This design comes from an exercise in tuning for small area, a short achievable clock period and few clock cycles on the open sky130 flow, not from production work. Power figures rest on the tool's default switching activity, not on a simulated workload.

== old ==
## full_reciprocal
module full_reciprocal(
input logic clk,
input logic rst,  
input logic start,
output logic ready,
input logic [15:0] input0,
output logic [23:0] output0  
);
Size in the first run: ~610 cells after synthesis, roughly 73 flip-flops, about 44 I/O pins, roughly 5200 µm² of cells after synthesis.
export LEC_CHECK = 0
export CAP_MARGIN = 20
export CORE_MARGIN = 2
export CORE_UTILIZATION = 40
export SLEW_MARGIN = 20
create_clock -name core_clock -period 8.0 [get_ports {clk}]
standard.sh (not shown) runs the stock make flow with config.mk's settings and CLKGATE_MAP_FILE= SYNTH_SCRIPT=/design/flow/synth_recipe.tcl, a recipe that flattens the netlist after the stock synthesis.
==> flow/flow/run.sh <==
#!/bin/bash
set -euo pipefail
MARGIN=$(cat flow/margin.txt)
bash standard.sh SETUP_SLACK_MARGIN=$MARGIN finish > standard_flow.log 2>&1
==> flow/flow/margin.txt <==
5.8
old reached the end of the flow, and the finished layout is clean on the timing, design-rule and antenna checks.
Edits applied to the flow inputs when going from old to new:
==> flow/flow/margin.txt <==
5.5
==> comparison <==
On total power, old loses to new.
Compared with old, placement density in the core of new is lower.
[compare] base=old new=new: post-route worst setup slack lost 0.032 ns, design area down 4.1%, final worst-path cycle share now larger.
The run with more routed wire is old, not new.
Every stage of the flow completed for new, and the final layout passed the timing, design-rule and antenna checks.
[compare] base=old new=new: fraction of layout instances using a drive strength above 1 shows a reduction of 4.4 points; critical path depth shows an increase of 1; count of antenna diodes in the layout shows no meaningful change.
Relative max-transition margin was higher in new than in old.
Function was not checked in any run of this note: the RTL went through the layout flow alone.

---

The RTL this note starts from:
==> flow/design.v <==
`timescale 1ns / 1ps
module full_reciprocal(
input logic clk,
input logic rst,  
input logic start,
output logic ready,
input logic [15:0] input0,
output logic [23:0] output0  
);
localparam int FL = 16;           
localparam int XW = FL - 1;       
localparam int KMAX = 1 << (20 - FL);
logic          busy;   
logic          first;  
logic [15:0]   x;      
logic [XW:0]   p;      
logic [19:0]   q;      
logic [19:0]   res;    
assign output0 = {4'b0, res};
logic          ta_e;    
logic [3:0]    ta_q;    
logic [7:0]    rowa;
logic [16:8]  ta_ge;   
assign rowa = input0[15:8];
always_comb begin
	ta_ge[8] = rowa <= 8'd255;
	ta_ge[9] = rowa <= 8'd226;
	ta_ge[10] = rowa <= 8'd203;
	ta_ge[11] = rowa <= 8'd185;
	ta_ge[12] = rowa <= 8'd169;
	ta_ge[13] = rowa <= 8'd156;
	ta_ge[14] = rowa <= 8'd145;
	ta_ge[15] = rowa <= 8'd135;
	ta_ge[16] = 1'b0;
	ta_q = '0;
	for (int k = 8; k <= 15; k++)
		if (ta_ge[k] & ~ta_ge[k+1]) ta_q = ta_q | 4'(k);
end
assign ta_e = (rowa >= 8'd128) & ~((rowa == 8'd128) | (rowa == 8'd136) | (rowa == 8'd146) | (rowa == 8'd157) | (rowa == 8'd170) | (rowa == 8'd186) | (rowa == 8'd204) | (rowa == 8'd227));
logic fast;
assign fast = |x[15:FL-1];
logic [KMAX+1:8] t;    
always_comb begin
	for (int k = 8; k <= KMAX; k++) t[k] = ({4'b0, x} <= 20'(524288 / k));
	t[KMAX+1] = 1'b0;
end
logic [19:0] fq;
always_comb begin
	fq = '0;
	for (int k = 8; k <= KMAX; k++)
		if (t[k] & ~t[k+1]) fq = fq | 20'(k);
end
logic [XW-1:0] xs;     
logic [XW-1:0] msk;    
logic [XW-1:0] msb;    
assign xs = x[XW-1:0];
always_comb begin
	msk[XW-1] = xs[XW-1];
	for (int i = XW-2; i >= 0; i--) msk[i] = msk[i+1] | xs[i];
	msb = xs & ~(msk >> 1);
end
logic [XW-1:0] r1;
assign r1 = (-xs) & msk;
logic [XW+1:0] diff;
logic          qb;
logic [XW-1:0] r;
assign diff = {1'b0, p} - {2'b0, xs};
assign qb   = ~diff[XW+1];
assign r    = qb ? diff[XW-1:0] : p[XW-1:0];
logic        pow2;
logic [19:0] xrev;
always_ff @(posedge clk) pow2 <= (xs & (xs - 1'b1)) == '0;
always_comb begin
	xrev = '0;
	for (int i = 0; i < XW; i++) xrev[19-i] = xs[i];
end
logic tdone, fdone, sdone;
assign tdone = ~busy & start & ta_e;
assign fdone = first & fast;
assign sdone = busy & ~first & q[19];
always_ff @(posedge clk) begin
	if (!busy)
		x <= input0;
	if (first) begin
		p <= {r1, 1'b0};
		q <= {{(18-XW){1'b0}}, msb, 2'b01};
	end else begin
		p <= {r, 1'b0};
		q <= {q[18:0], qb};
	end
	if (!rst) begin
		if (sdone)
			res <= pow2 ? xrev : {q[18:0], qb};
		else if (fdone)
			res <= fq;
		else if (tdone)
			res <= 20'(ta_q);
	end
	if (rst) begin
		busy  <= 1'b0;
		first <= 1'b0;
		ready <= 1'b0;
	end else begin
		busy  <= busy ? ~(fdone | sdone) : start & ~ta_e;
		first <= ~busy & start & ~ta_e;
		ready <= fdone | sdone | tdone;
	end
end
endmodule
export LEC_CHECK = 0
export CAP_MARGIN = 20
export CORE_MARGIN = 2
export CORE_UTILIZATION = 40
export SLEW_MARGIN = 20
create_clock -name core_clock -period 8.0 [get_ports {clk}]
==> flow/flow/margin.txt <==
5.5
Scripts as last shown in full above: flow/flow/run.sh
The starting point went through all stages and came out clean.
Rerun with:
==> flow/run.sh (new file) <==
#!/bin/bash
# synth_recipe.tcl (not shown) runs the flow's synth.tcl, then flattens the netlist and writes it again
# the make line also repeats each setting of config.mk as NAME=value (left out here)
make -C /OpenROAD-flow-scripts/flow DESIGN_CONFIG=/design/flow/config.mk WORK_HOME=/design/flow/orfs CLKGATE_MAP_FILE= SYNTH_SCRIPT=/design/flow/synth_recipe.tcl finish
--- a/flow/config.mk
+++ b/flow/config.mk
@@ -9,3 +9,4 @@
 export CORE_MARGIN = 2
 export CORE_UTILIZATION = 40
+export SETUP_SLACK_MARGIN = 5
 export SLEW_MARGIN = 20
removed: flow/flow/run.sh
removed: flow/flow/margin.txt
removed: flow/standard.sh
After rerunning:
- count of clock-buffer cells in the layout falls by 4
- register-to-register slack is worse by 0.07 ns
- core utilization falls by 3.6 points
- cell count falls by 4.6%
- die area is unchanged
- critical path depth rises by 1
No functional check of the RTL was part of any run of this note.

## separate check: timing with driven ports
The flow's constraints put no driver on any port. The routed layouts listed below were extracted and timed again, unchanged, in two steps.
Step 1 sets driving cells, clkbuf_16 on the clock port and buf_2 on the other inputs (assumed; they add their load-dependent delay and slew).
Step 2 moves the port delays by t, midway between the first and last clock arrival at a register: inputs arrive t later, outputs are due t later. That takes back most of the time a late clock gives input paths.
a / b / c = no drivers / after step 1 / after step 2; a / b = the first two.
| run | t, ns | setup WS [ns] | worst setup path after step 2 | clock arrival spread, ns | slew at the worst register clock pin (ns) |
|---|---|---|---|---|---|
| old | 0.382 | 5.264 / 5.264 / 5.264 | register to register | 0.007 / 0.007 | 0.06 / 0.06 |
| new | 0.384 | 5.232 / 5.232 / 5.184 | input to register | 0.012 / 0.012 | 0.07 / 0.07 |
| the first run of note 2 | 0.370 | 5.106 / 5.099 / 4.729 | input to register | 0.008 / 0.008 | 0.06 / 0.06 |
| the second run of note 2 | 0.374 | 5.050 / 5.017 / 4.642 | input to register | 0.011 / 0.011 | 0.06 / 0.06 |
After both steps every run listed still meets setup and hold. The setup slack of the second run of note 2, which loses most, moves by -0.033 ns with the drivers and by -0.408 ns with both steps.
